This design comes from an exercise in tuning for small area and a short achievable clock period on the open sky130 flow, not from production work.
Power figures rest on the tool's default switching activity, not on a simulated workload.

==> inputs of run K <==
==> flow/design.v (excerpt) <==
module chipInterface(
	input logic [17:0] SW,
	input logic [3:1] KEY,
	input logic KEY0,
	input logic CLOCK_50,
	output logic [6:0] HEX0, HEX1, HEX2, HEX3, HEX4, HEX5, HEX6, HEX7,
	output logic [7:0] LEDG,
	output logic [7:0] VGA_R, VGA_G, VGA_B,
	output logic VGA_BLANK_N, VGA_SYNC_N,
	output logic VGA_VS, VGA_HS
);
==> module GradeZood, before the edit <==
module GradeZood(
	input logic GradeZoodNow, CLOCK_50, reset,
	input logic [2:0] master0, master1, master2, master3,
	input logic [2:0] guess0, guess1, guess2, guess3,
	input logic [3:0] seenOutZnarly,
	output logic [3:0] seenOutZood,
	output logic zoodDone
	);
	logic [3:0] seenOutZoodReg, zoodFinal;
	assign zoodFinal = seenOutZoodReg;
	logic [2:0] guessAtIndex;
	logic [1:0] index;
	logic indexDone, gradeZoodIndexNow, changeSOZ, resetSeenOutZoodReg;
	GradeZoodIndex idg(.*);
	localparam logic [2:0] waiting = 3'd0, changeZ = 3'd5, done = 3'd6, check0 = 3'd1, check1 = 3'd2, check2 = 3'd3, check3 = 3'd4;
	logic [2:0] currentState, nextState;
	always_comb
		case (currentState)
			waiting: nextState = (~GradeZoodNow) ? waiting : (seenOutZnarly[0] == 0) ? check0 : (seenOutZnarly[1] == 0) ? check1 : (seenOutZnarly[2] == 0) ? check2 : (seenOutZnarly[3] == 0) ? check3 : changeZ;
			check0: nextState = (~indexDone) ? check0 : (seenOutZnarly[1] == 0) ? check1 : (seenOutZnarly[2] == 0) ? check2 : (seenOutZnarly[3] == 0) ? check3 : changeZ;
			check1: nextState = (~indexDone) ? check1 : (seenOutZnarly[2] == 0) ? check2 : (seenOutZnarly[3] == 0) ? check3 : changeZ;
			check2: nextState = (~indexDone) ? check2 : (seenOutZnarly[3] == 0) ? check3 : changeZ;
			check3: nextState = (~indexDone) ? check3 : changeZ;
			changeZ: nextState = done;
			done: nextState = waiting;
			default: nextState = waiting;
		endcase
	always_comb begin
		changeSOZ = 0;
		index = 0;
		zoodDone = 0;
		gradeZoodIndexNow = 1;
		guessAtIndex = 0;
		resetSeenOutZoodReg = 0;
		case (currentState)
			waiting: begin
				resetSeenOutZoodReg = 1;
				gradeZoodIndexNow = 0;
			end
			check0: begin index = 0; guessAtIndex = guess0; end
			check1: begin index = 1; guessAtIndex = guess1; end
			check2: begin index = 2; guessAtIndex = guess2; end
			check3: begin index = 3; guessAtIndex = guess3; end
			changeZ: begin changeSOZ = 1; gradeZoodIndexNow = 0; end
			done: begin zoodDone = 1; gradeZoodIndexNow = 0; end
			default: ;
		endcase
	end
	always_ff @(posedge CLOCK_50, posedge reset)
		if (reset) begin
			currentState <= waiting;
			seenOutZood <= 0;
		end
		else begin
			if (changeSOZ)
				seenOutZood <= zoodFinal;
			currentState <= nextState;
		end
endmodule
Settings: LEC_CHECK=0, ABC_AREA=1, CAP_MARGIN=20, CORE_MARGIN=2, CORE_UTILIZATION=40, SLEW_MARGIN=20; clock period 20.0 ns.
standard.sh (not shown) runs the stock make flow with config.mk's settings and CLKGATE_MAP_FILE= SYNTH_SCRIPT=/design/flow/synth_recipe.tcl, a recipe that flattens the netlist after the stock synthesis.
==> flow/flow/run.sh <==
#!/bin/bash
set -euo pipefail
MARGIN=0
CTS="-sink_clustering_enable -repair_clock_nets -buf_list sky130_fd_sc_hd__clkbuf_8 -sink_clustering_size 18 -sink_clustering_max_diameter 60 -dont_use_dummy_load"
bash standard.sh 'BUFFER_PORTS_ARGS=-buffer_cell sky130_fd_sc_hd__buf_1' "CTS_ARGS=$CTS" "SETUP_SLACK_MARGIN=$MARGIN" RECOVER_POWER=100 finish > standard_flow.log 2>&1
==> inputs of run Y, as changes to run K <==
--- a/flow/design.v
+++ b/flow/design.v
@@ -4,15 +4,14 @@
 	input logic [2:0] master0, master1, master2, master3,
 	input logic [2:0] guess0, guess1, guess2, guess3,
 	input logic [3:0] seenOutZnarly,
 	output logic [3:0] seenOutZood,
 	output logic zoodDone
 	);
 	logic [3:0] seenOutZoodReg, zoodFinal;
-	assign zoodFinal = seenOutZoodReg;
 	logic [2:0] guessAtIndex;
 	logic [1:0] index;
 	logic indexDone, gradeZoodIndexNow, changeSOZ, resetSeenOutZoodReg;
 	GradeZoodIndex idg(.*);
 	localparam logic [2:0] waiting = 3'd0, changeZ = 3'd5, done = 3'd6, check0 = 3'd1, check1 = 3'd2, check2 = 3'd3, check3 = 3'd4;
 	logic [2:0] currentState, nextState;
 	always_comb
@@ -47,19 +46,21 @@
 			default: ;
 		endcase
 	end
 	always_ff @(posedge CLOCK_50, posedge reset)
 		if (reset) begin
 			currentState <= waiting;
 			seenOutZood <= 0;
+			zoodFinal <= 0;
 		end
 		else begin
 			if (changeSOZ)
 				seenOutZood <= zoodFinal;
 			currentState <= nextState;
+			zoodFinal <= seenOutZoodReg;
 		end
 endmodule
 module GradeZoodIndex(
 	input logic gradeZoodIndexNow, CLOCK_50, reset, resetSeenOutZoodReg,
 	input logic [2:0] guessAtIndex,
 	input logic [2:0] master0, master1, master2, master3,
 	input logic [1:0] index,
@@ -151,19 +152,14 @@
 		bcd7[5] = w&x | y&z | w&y | ~x&y | ~w&~x&z;
 		bcd7[4] = z | w&y | x&~y;
 		bcd7[3] = z&w | w&y | x&y&z | x&~y&~z | ~y&z&~x;
 		bcd7[2] = w&x | w&y | ~x&y&~z;
 		bcd7[1] = w&x | w&y | x&~y&z | x&y&~z;
 		bcd7[0] = w&x | w&y | x&~y&~z | ~w&~x&~y&z;
 	endfunction
-	function automatic logic [6:0] bcd7to4(input logic [2:0] v);
-		logic x, y, z;
-		{x, y, z} = v;
-		bcd7to4 = {~x & ~y, y | z, x | z, x | (z & ~y), y & ~z, 1'b0, x | (z & ~y)};
-	endfunction
 	function automatic logic [2:0] popc(input logic [3:0] v);
 		popc = {2'b0, v[0]} + {2'b0, v[1]} + {2'b0, v[2]} + {2'b0, v[3]};
 	endfunction
 	logic c1, c2, goNow;
 	logic s1, s2, startGameNow;
 	logic k1, k2, LSN, GradeItNow;
 	logic gamePlaying, resetMaster, GameWon, GameOver, GameWonOut, ready, masterLoaded;
@@ -286,27 +282,27 @@
 			end
 			else if (~gamePlaying) begin
 				Znarly <= 0;
 				GameWonOut <= 0;
 				seenOutZnarly <= 0;
 			end
 		end
-	assign GameOver = GameWonOut | RoundNumber[3];    
+	assign GameOver = GameWonOut | (RoundNumber == 4'd8);
 	GradeZood gz0(
 		.GradeZoodNow (GradeZoodNow), .CLOCK_50 (clk), .reset (reset),
 		.master0 (master[0]), .master1 (master[1]), .master2 (master[2]), .master3 (master[3]),
 		.guess0 (guess[0]), .guess1 (guess[1]), .guess2 (guess[2]), .guess3 (guess[3]),
 		.seenOutZnarly (seenOutZnarly), .seenOutZood (seenOutZood), .zoodDone (zoodDone));
 	logic [2:0] zoodCount, Zood;
 	assign zoodCount = popc(seenOutZood);
 	assign Zood = gamePlaying ? zoodCount : 3'd0;
 	assign HEX0 = bcd7({1'b0, NumGames});
-	assign HEX1 = RoundNumber[3] ? 7'b0 : bcd7({1'b0, RoundNumber[2:0]});
-	assign HEX2 = bcd7to4(Zood);
-	assign HEX3 = bcd7to4(Znarly);
+	assign HEX1 = bcd7(RoundNumber);
+	assign HEX2 = bcd7({1'b0, Zood});
+	assign HEX3 = bcd7({1'b0, Znarly});
 	assign HEX4 = bcd7(4'd0);
 	assign HEX5 = bcd7(seenOutZnarly);
 	assign HEX6 = bcd7(seenOutZood);
 	assign HEX7 = bcd7(4'd0);
 	assign LEDG = {5'b0, gamePlaying, GameOver, GameWon};
 	mastermindVGA vga(
 		.clk (clk), .reset (reset),
@@ -372,21 +368,17 @@
 			4'd11: zzDecode = 8'b1100_0011;
 			4'd12: zzDecode = 8'b0000_0111;
 			4'd13: zzDecode = 8'b1000_0111;
 			default: zzDecode = 8'b0000_1111;
 		endcase
 	endfunction
 	logic       ph;
-	logic [3:0] gx, gy, ngx, ngy;
-	logic [5:0] dx, dy, ndx, ndy;
+	logic [3:0] gx, gy;
+	logic [5:0] dx, dy;
 	logic       lineEnd, rowAdv;
-	assign ngx = gx;
-	assign ndx = dx;
-	assign ngy = gy;
-	assign ndy = dy;
 	assign lineEnd = ph & (gx == 4'd12) & (dx == 6'd6);             
 	assign rowAdv  = lineEnd | ((gy == 4'd9) & (dy == 6'd42));      
 	always_ff @(posedge clk, posedge reset)
 		if (reset) begin
 			ph <= 1'b1; gx <= 4'd12; dx <= 6'd7;     
 			gy <= 4'd9; dy <= 6'd43;                 
 		end
@@ -408,141 +400,147 @@
 			3'd1: cellBits = {1'b0, r16[15:13]};
 			3'd2: cellBits = {1'b0, r16[12:10]};
 			3'd3: cellBits = {1'b0, r16[9:7]};
 			3'd4: cellBits = {1'b0, r16[6:4]};
 			default: cellBits = r16[3:0];
 		endcase
 	endfunction
+	logic [7:0]       rowValid;
 	logic [7:0][15:0] ring;
 	logic [2:0]       p, pendRow, tgt;
 	logic [15:0]      L, portIn, rowIn;
-	logic             pending, commitNow, w0, rowValid;
+	logic             pending, commitNow;
 	logic [3:0]       zzIn, C;
 	assign zzIn = zzEncode(Znarly, zoodCount);
 	assign rowIn = {SW[11:0], zzIn};
-	assign p = {dx[1:0], ph};
-	assign pendRow = RoundNumber[2:0] - 3'd1;
 	assign commitNow = pending & (p == pendRow);
 	assign portIn = commitNow ? L : ring[0];
-	assign tgt = (ndx >= 6'd42) ? ngx[2:0] + 3'd1 : ngx[2:0];
-	assign rowValid = gamePlaying & (ngy < RoundNumber) & (w0 | (ngy != 4'd0));
+	assign tgt = (dx >= 6'd42) ? gx[2:0] + 3'd1 : gx[2:0];
+	always_ff @(posedge clk, posedge reset)
+		if (reset) rowValid <= 8'd0;
+		else if (clearGame) rowValid <= 8'd0;
+		else if (gamePlaying)
+			for (int r = 0; r < 8; r++)
+				if (RoundNumber == r) rowValid[r] <= 1'b1;
 	always_ff @(posedge clk, posedge reset)
 		if (reset) begin
-			w0 <= 1'b0;
+			p <= 3'd0;
 			pending <= 1'b0;
 		end
 		else begin
-			w0 <= gamePlaying & (w0 | (RoundNumber == 4'd0));
+			p <= p + 3'd1;
 			if (clearGame) pending <= 1'b0;
 			else if (IncRoundNumber & gamePlaying & ~RoundNumber[3]) pending <= 1'b1;
 			else if (commitNow) pending <= 1'b0;
 		end
 	always_ff @(posedge clk) begin
 		ring[6:0] <= ring[7:1];
 		ring[7] <= portIn;
+		if (IncRoundNumber & gamePlaying) pendRow <= RoundNumber[2:0];
 		if (gamePlaying & (~pending | commitNow)) L <= rowIn;
-		if (p == ngy[2:0]) C <= cellBits(portIn, tgt);
+		if (p == gy[2:0]) C <= cellBits(portIn, tgt);
 	end
 	logic [3:0]  cbits;
 	logic [2:0]  shapeG, shapeM, numValue;
 	logic [7:0]  zzSq;
 	logic        zoneX, zoneY;
 	logic        segXa, segXr, segXl, segY0, segYup, segYlo, segY3, segY6;
 	logic [6:0]  isSeg;
 	logic        isNum, inBox, top, bottom, left, right;
 	logic [3:0]  boxX, boxY;
-	logic [4:0]  zzColor, shapeColorNext, colorNext;
-	logic        masterNext;
+	logic [4:0]  zzColor, nmColor, msColor;
 	always_comb begin
 		if (clearGame) cbits = 4'd0;
-		else if (gamePlaying & (RoundNumber == ngy)) cbits = cellBits(rowIn, ngx[2:0]);
-		else if (~rowValid) cbits = 4'd0;
-		else if (pending & (pendRow == ngy[2:0])) cbits = cellBits(L, ngx[2:0]);
+		else if (gamePlaying & (RoundNumber == gy)) cbits = cellBits(rowIn, gx[2:0]);
+		else if (~rowValid[gy[2:0]]) cbits = 4'd0;
+		else if (pending & (pendRow == gy[2:0])) cbits = cellBits(L, gx[2:0]);
 		else cbits = C;
 	end
 	assign shapeG = cbits[2:0];
 	always_comb begin
-		case (ngx[1:0])
+		case (gx[1:0])
 			2'd1: shapeM = masterD[3];
 			2'd2: shapeM = masterD[2];
 			2'd3: shapeM = masterD[1];
 			default: shapeM = masterD[0];
 		endcase
 	end
-	assign zoneX = (ngx <= 4'd5);
-	assign zoneY = (ngy <= 4'd8);
-	assign segXa  = (ndx >= 6'd10) & (ndx < 6'd32);
-	assign segXr  = (ndx >= 6'd28) & (ndx < 6'd32);
-	assign segXl  = (ndx >= 6'd10) & (ndx < 6'd14);
-	assign segY0  = (ndy >= 6'd10) & (ndy < 6'd14);
-	assign segYup = (ndy >= 6'd10) & (ndy < 6'd21);
-	assign segYlo = (ndy >= 6'd21) & (ndy < 6'd32);
-	assign segY3  = (ndy >= 6'd28) & (ndy < 6'd32);
-	assign segY6  = (ndy >= 6'd19) & (ndy < 6'd23);
+	assign zoneX = (gx <= 4'd5);
+	assign zoneY = (gy <= 4'd8);
+	assign segXa  = (dx >= 6'd10) & (dx < 6'd32);
+	assign segXr  = (dx >= 6'd28) & (dx < 6'd32);
+	assign segXl  = (dx >= 6'd10) & (dx < 6'd14);
+	assign segY0  = (dy >= 6'd10) & (dy < 6'd14);
+	assign segYup = (dy >= 6'd10) & (dy < 6'd21);
+	assign segYlo = (dy >= 6'd21) & (dy < 6'd32);
+	assign segY3  = (dy >= 6'd28) & (dy < 6'd32);
+	assign segY6  = (dy >= 6'd19) & (dy < 6'd23);
 	assign isSeg  = {segXa & segY6, segXl & segYup, segXl & segYlo, segXa & segY3,
 	                 segXr & segYlo, segXr & segYup, segXa & segY0};
-	assign numValue = (ngx == 4'd5) ? NumGames : ngy[2:0];
+	assign numValue = (gx == 4'd5) ? NumGames : gy[2:0];
 	always_comb
 		case (numValue)
 			3'd0: isNum = |isSeg[5:0];
 			3'd1: isNum = |isSeg[2:1];
 			3'd2: isNum = isSeg[0] | isSeg[1] | isSeg[6] | isSeg[4] | isSeg[3];
 			3'd3: isNum = (|isSeg[3:0]) | isSeg[6];
 			3'd4: isNum = (|isSeg[6:5]) | (|isSeg[2:1]);
 			3'd5: isNum = (|isSeg[6:5]) | (|isSeg[3:2]) | isSeg[0];
 			3'd6: isNum = (|isSeg[6:2]) | isSeg[0];
 			default: isNum = |isSeg[2:0];
 		endcase
-	assign inBox  = (ndx < 6'd42) & (ndy < 6'd42);
-	assign top    = (ndy < 6'd15);
-	assign bottom = (ndy >= 6'd27);
-	assign left   = (ndx < 6'd15);
-	assign right  = (ndx >= 6'd27);
-	assign boxX = {ndx >= 6'd26, ndx < 6'd16, ndx >= 6'd26, ndx < 6'd16};
-	assign boxY = {ndy >= 6'd26, ndy >= 6'd26, ndy < 6'd16, ndy < 6'd16};
+	assign inBox  = (dx < 6'd42) & (dy < 6'd42);
+	assign top    = (dy < 6'd15);
+	assign bottom = (dy >= 6'd27);
+	assign left   = (dx < 6'd15);
+	assign right  = (dx >= 6'd27);
+	assign boxX = {dx >= 6'd26, dx < 6'd16, dx >= 6'd26, dx < 6'd16};
+	assign boxY = {dy >= 6'd26, dy >= 6'd26, dy < 6'd16, dy < 6'd16};
 	assign zzSq = zzDecode(cbits);
 	always_comb begin
 		zzColor = C_BLACK;
 		for (int k = 3; k >= 0; k--)
 			if (boxX[k] & boxY[k] & inBox)
 				zzColor = zzSq[k] ? C_RED : zzSq[k+4] ? C_WHITE : C_BLACK;
 	end
-	assign shapeColorNext = inBox ? shapeColor((ngy == 4'd8) ? shapeM : shapeG, top, bottom, left, right) : C_BLACK;
-	assign masterNext = zoneX & (ngy == 4'd8) & (ngx != 4'd0) & (ngx != 4'd5);
 	always_comb begin
-		colorNext = C_BLACK;
+		nmColor = C_BLACK;
+		msColor = C_BLACK;
 		if (zoneX & zoneY) begin
-			if (ngx == 4'd5) begin
-				if (ngy == 4'd8) colorNext = isNum ? C_CYAN : C_BLACK;
-				else colorNext = zzColor;
-			end
-			else if (ngx == 4'd0) begin
-				if ((ngy != 4'd8) & isNum) colorNext = C_WHITE;
+			if (gy == 4'd8) begin
+				if ((gx == 4'd5) & isNum) nmColor = C_CYAN;
+				else if ((gx != 4'd0) & (gx != 4'd5) & inBox)
+					msColor = shapeColor(shapeM, top, bottom, left, right);
+			end
+			else begin
+				if (gx == 4'd0) begin
+					if (isNum) nmColor = C_WHITE;
+				end
+				else if (gx == 4'd5) nmColor = zzColor;
+				else if (inBox) nmColor = shapeColor(shapeG, top, bottom, left, right);
 			end
-			else colorNext = shapeColorNext;
 		end
 	end
-	logic [4:0] colorReg, col;
-	logic       notMaster, hsReg, vsReg, blankReg;
+	logic [4:0] nmReg, msReg, col;
+	logic       hsReg, vsReg, blankReg;
 	always_ff @(posedge clk, posedge reset)
 		if (reset) begin
-			colorReg <= C_BLACK;
-			notMaster <= 1'b1;
+			nmReg <= 0; msReg <= 0;
 			hsReg <= 1'b1; vsReg <= 1'b1; blankReg <= 1'b0;
 		end
 		else begin
-			colorReg <= colorNext;
-			notMaster <= ~masterNext;
+			nmReg <= nmColor;
+			msReg <= msColor;
 			hsReg <= ~(((gx == 4'd9) & (dx >= 6'd19)) | (gx == 4'd10) | ((gx == 4'd11) & (dx <= 6'd10)));
 			vsReg <= ~((gy == 4'd9) & ((dy == 6'd12) | (dy == 6'd13)));
 			blankReg <= ((gx == 4'd9) & (dx >= 6'd3)) | (gx == 4'd10) | (gx == 4'd11) |
 			            ((gx == 4'd12) & (dx <= 6'd6)) |
 			            ((gy == 4'd9) & (dy >= 6'd2) & (dy <= 6'd42));
 		end
-	assign col = colorReg & {5{notMaster | SW[15]}};
+	assign col = nmReg | (SW[15] ? msReg : 5'd0);
 	assign VGA_R = {col[3], col[4], col[4], col[3], col[3], col[4], col[4], col[3]};
 	assign VGA_G = {8{col[2]}};
 	assign VGA_B = {col[0], col[0], col[1], col[1], col[0], col[0], col[1], col[1]};
 	assign VGA_HS = hsReg;
 	assign VGA_VS = vsReg;
 	assign VGA_BLANK_N = ~blankReg;
 	assign VGA_SYNC_N = 1'b0;
==> flow/flow/run.sh (replaced) <==
#!/bin/bash
set -euo pipefail
CTS="-sink_clustering_enable -repair_clock_nets -buf_list sky130_fd_sc_hd__clkbuf_8 -sink_clustering_size 20 -sink_clustering_max_diameter 80 -dont_use_dummy_load"
bash standard.sh 'BUFFER_PORTS_ARGS=-buffer_cell sky130_fd_sc_hd__buf_1' "CTS_ARGS=$CTS" finish > standard_flow.log 2>&1
==> inputs of run C, as changes to run K <==
--- a/flow/design.v
+++ b/flow/design.v
@@ -4,15 +4,14 @@
 	input logic [2:0] master0, master1, master2, master3,
 	input logic [2:0] guess0, guess1, guess2, guess3,
 	input logic [3:0] seenOutZnarly,
 	output logic [3:0] seenOutZood,
 	output logic zoodDone
 	);
 	logic [3:0] seenOutZoodReg, zoodFinal;
-	assign zoodFinal = seenOutZoodReg;
 	logic [2:0] guessAtIndex;
 	logic [1:0] index;
 	logic indexDone, gradeZoodIndexNow, changeSOZ, resetSeenOutZoodReg;
 	GradeZoodIndex idg(.*);
 	localparam logic [2:0] waiting = 3'd0, changeZ = 3'd5, done = 3'd6, check0 = 3'd1, check1 = 3'd2, check2 = 3'd3, check3 = 3'd4;
 	logic [2:0] currentState, nextState;
 	always_comb
@@ -47,19 +46,21 @@
 			default: ;
 		endcase
 	end
 	always_ff @(posedge CLOCK_50, posedge reset)
 		if (reset) begin
 			currentState <= waiting;
 			seenOutZood <= 0;
+			zoodFinal <= 0;
 		end
 		else begin
 			if (changeSOZ)
 				seenOutZood <= zoodFinal;
 			currentState <= nextState;
+			zoodFinal <= seenOutZoodReg;
 		end
 endmodule
 module GradeZoodIndex(
 	input logic gradeZoodIndexNow, CLOCK_50, reset, resetSeenOutZoodReg,
 	input logic [2:0] guessAtIndex,
 	input logic [2:0] master0, master1, master2, master3,
 	input logic [1:0] index,
==> flow/flow/run.sh (replaced) <==
#!/bin/bash
set -euo pipefail
MARGIN=0
CTS="-sink_clustering_enable -repair_clock_nets -buf_list sky130_fd_sc_hd__clkbuf_8 -sink_clustering_size 18 -sink_clustering_max_diameter 60 -dont_use_dummy_load"
bash standard.sh 'BUFFER_PORTS_ARGS=-buffer_cell sky130_fd_sc_hd__buf_1' "CTS_ARGS=$CTS" "SETUP_SLACK_MARGIN=$MARGIN" finish > standard_flow.log 2>&1
==> comparison table <==
|  | run Y | run C | run K |
|---|---|---|---|
| Internal power component | 869 µW | 824 µW | 811 µW |
| Wire length on met2 | 13100 µm | 12400 µm | 12300 µm |
| Sequential share of power | 47.5% | 47.9% | 47.6% |
| Destination of the worst hold path | vga.ring[33] | vga.ring[70] | vga.ring[35] |
| Seq/total area | 47.6% | 46.1% | 45.7% |
| Post-synth top area cell | sky130_fd_sc_hd__dfrtp_1 | sky130_fd_sc_hd__dfxtp_1 | sky130_fd_sc_hd__dfxtp_1 |
| Reg area | 0.00635 mm² | 0.00591 mm² | 0.00581 mm² |
| Maxcap violations | 0 | 0 | 2 |
| Part of the power in the clock network | 17.6% | 20.3% | 20.6% |
| Power Combinational | 492 µW | 415 µW | 412 µW |
| Status | timing/DRC/antenna clean | timing/DRC/antenna clean | complete, but fails checks |
| Violated checks | - | - | max-capacitance violations, max-slew violations |
| WL met3 | 962 µm | 1180 µm | 1260 µm |
| Average wire per cell in the routed design | 14.6 µm | 14.5 µm | 14.5 µm |
| Flop-to-flop setup slack | 15420 ps | 15650 ps | 15610 ps |
| Hold slack | 336 ps | 329 ps | 277 ps |
| Final Slew Violations | 0 | 0 | 108 |
| Number of DRC violations after detailed-routing iteration 0 | 620 | 604 | 559 |
| Fraction of synthesis flops using an asynchronous set or reset pin | 44.9% | 42.4% | 41.5% |
| IO buf count | 91 | 89 | 89 |
| Endpoint arrival time on the critical path | 4590 ps | 4660 ps | 4650 ps |
| Clock buffer cells | 19 | 24 | 24 |
| Die span in y | 182 µm | 177 µm | 177 µm |
| Area share of and/or/nand/nor cells after synthesis | 20.1% | 20.6% | 22.8% |
| Mean area per synthesized cell | 8.60 µm² | 8.57 µm² | 8.43 µm² |
No functional check of the RTL was part of any run of this note.

==> port drivers added, routing unchanged <==
Ports are ideal in the flow. The routed layouts listed here were re-timed in OpenROAD.
Step 1, drivers: a clkbuf_16 drives CLOCK_50 and a buf_2 each remaining input, both assumed.
Step 2 also shifts input and output timing later by t, the mid clock arrival at the registers, as if the neighbouring blocks saw the same clock.
a / b / c = ideal / step 1 / step 2; a / b = the first two.
run | t (ns) | setup WS [ns] | worst setup path after step 2 | latest minus earliest clock arrival (ns) | cell pins on the clock port's net
run K | 0.567 | 11.351 / 11.327 / 11.060 | input, reset recovery | 0.073 / 0.074 | 1
run Y | 0.570 | 11.408 / 11.383 / 11.383 | input to output | 0.053 / 0.054 | 1
run C | 0.575 | 11.342 / 11.317 / 11.317 | input to output | 0.064 / 0.064 | 1
The setup slack of run K, which loses most, moves by -0.024 ns with the drivers and by -0.291 ns with both steps. Setup slack includes reset recovery checks.
